Background: an optimization exercise with open tools, aiming at small area, a short achievable clock period and few clock cycles per item. Do not read the settings as production practice.
RTL that was checked went through simulation tests only; none was proved equivalent to the original.

// mult
module mult(
      input  reset,
      input  clk,
      input  [31:0] a_in,
      input  [31:0] b_in,
      input  start,
      output logic [63:0] product,
      output logic done);
Size in the first run: roughly 920 cells after synthesis, roughly 130 I/O pins.
==> flow/config.mk <==
export PLATFORM = sky130hd
export DESIGN_NAME = mult
export DESIGN_NICKNAME = mult
export VERILOG_FILES = /design/flow/design.v
export SDC_FILE = /design/flow/constraint.sdc
export NUM_CORES = 4
export LEC_CHECK = 0
export CAP_MARGIN = 20
export CORE_MARGIN = 2
export CORE_UTILIZATION = 40
export PLACE_DENSITY = 0.6
export SLEW_MARGIN = 20
==> flow/constraint.sdc <==
create_clock -name core_clock -period 4.0 [get_ports {clk}]
set_input_delay 0.8000 -clock core_clock [delete_from_list [all_inputs] [get_ports {clk}]]
set_output_delay 0.8000 -clock core_clock [all_outputs]
set_load 0.01 [all_outputs]
standard.sh (not shown) runs the stock make flow with config.mk's settings and CLKGATE_MAP_FILE= SYNTH_SCRIPT=/design/flow/synth_recipe.tcl, a recipe that flattens the netlist after the stock synthesis.
==> flow/flow/run.sh <==
#!/bin/bash
export SYNTH_ARGS="-noabc"
export BUFFER_PORTS_ARGS="-buffer_cell sky130_fd_sc_hd__buf_1"
bash standard.sh > standard.log 2>&1
The baseline finished but failed the layout checks on setup timing.
Rerun with:
--- a/flow/design.v
+++ b/flow/design.v
@@ -1,25 +1,25 @@
 module mult(
       input  reset,
       input  clk,
       input  [31:0] a_in,
       input  [31:0] b_in,
       input  start,
       output logic [63:0] product,
       output logic done);
   logic busy;                
-  logic idle;                
+  logic selb;                
   logic [2:0] cnt;
   logic [31:0] sw, cw;     
   logic [6:0] ls, lc;     
   logic [27:0] l;          
-  wire [6:0] bsel = idle ? b_in[6:0] : l[6:0];
+  wire [6:0] bsel = selb ? l[6:0] : b_in[6:0];
   wire [31:0] ws = sw & {32{busy}};
   wire [31:0] wc = cw & {32{busy}};
   wire [7:0] lres = ls + lc;
   wire cyi = busy & lres[7];   
   wire [31:0] pp0 = a_in & {32{bsel[0]}};
   wire [31:0] pp1 = a_in & {32{bsel[1]}};
   wire [31:0] pp2 = a_in & {32{bsel[2]}};
   wire [31:0] pp3 = a_in & {32{bsel[3]}};
   wire [31:0] pp4 = a_in & {32{bsel[4]}};
   wire [31:0] pp5 = a_in & {32{bsel[5]}};
@@ -472,37 +472,38 @@
   wire c446 = (c298 & s371) | (c298 & c370) | (s371 & c370);
   wire s447 = c300 ^ s373 ^ c372;
   wire c448 = (c300 & s373) | (c300 & c372) | (s373 & c372);
   wire s449 = pp6[31] ^ c374;
   wire c450 = pp6[31] & c374;
   wire [38:0] r0 = {c450, s449, s447, s445, c442, c440, c438, c436, c434, c432, c430, c428, c426, c424, c422, c420, c418, c416, c414, c412, c410, c408, c406, c404, c402, c400, c398, c396, c394, c392, c390, c388, c386, c384, c382, c380, c378, c376, pp0[0]};
   wire [38:0] r1 = {1'b0, c448, c446, c444, s443, s441, s439, s437, s435, s433, s431, s429, s427, s425, s423, s421, s419, s417, s415, s413, s411, s409, s407, s405, s403, s401, s399, s397, s395, s393, s391, s389, s387, s385, s383, s381, s379, s377, s375};
   always_ff @(posedge clk, posedge reset) begin
     if (reset) begin
       busy <= 1'b0;
-      idle <= 1'b1;
       done <= 1'b0;
       cnt <= '0;
     end else if (start || busy) begin
       if (cnt == 3'd4) begin
         busy <= 1'b0;
-        idle <= 1'b1;
         done <= 1'b1;
         cnt <= '0;
       end else begin
         busy <= 1'b1;
-        idle <= 1'b0;
         done <= 1'b0;
         cnt <= cnt + 1'b1;
       end
     end
   end
+  always_ff @(posedge clk, posedge reset) begin
+    if (reset) selb <= 1'b0;
+    else selb <= (start || busy) && cnt != 3'd4;
+  end
   always_ff @(posedge clk) begin
     if (start || busy) begin
       sw <= r0[38:7];
       cw <= r1[38:7];
       ls <= r0[6:0];
       lc <= r1[6:0];
       l <= busy ? {lres[6:0], l[27:7]} : {3'd0, b_in[31:7]};
     end
   end
   assign product[27:0] = l;
With this change the flow finished with timing, DRC and antenna clean.
Cell count is about the same.
Routed wire length went up slightly.
Critical path depth went up by 2.
Maximum frequency went up by a few percent.
Synthesized cell count does not change.
Area after synthesis stays the same.
First-iteration DRC count went down by a few percent.
Core utilization went down by 0.23 points.
Cell area went down slightly.
Clock skew went down by 0.0072 ns.
Worst hold slack loses 0.018 ns.
Testbench counts after the change, summed over its fixed seeds: cycles 6,000, items 1,200.
For the first run of this note, only the layout was checked, not whether the RTL still works.

[separate check: timing with driven ports]
Ports are ideal in the flow. The routed layouts listed here were re-timed in OpenROAD. Step 1 assumes that a clkbuf_16 drives the clock port and a buf_2 every other input. Step 2 adds t to the input delays and takes it off the output delays; t is the mean of the earliest and latest rising clock arrival at the registers after step 1. Input paths then give back, and output paths get back, about the clock's delay inside the block. Slacks: ideal ports / drivers / drivers and shift; pairs: ideal ports / drivers.
run | t, ns | setup WS [ns] | clock arrival spread, ns | slew at the worst register clock pin (ns)
the first run | 0.411 | -0.041 / -0.091 / 0.299 | 0.024 / 0.024 | 0.10 / 0.10
the second run | 0.412 | 0.056 / 0.006 / 0.374 | 0.013 / 0.013 | 0.08 / 0.08
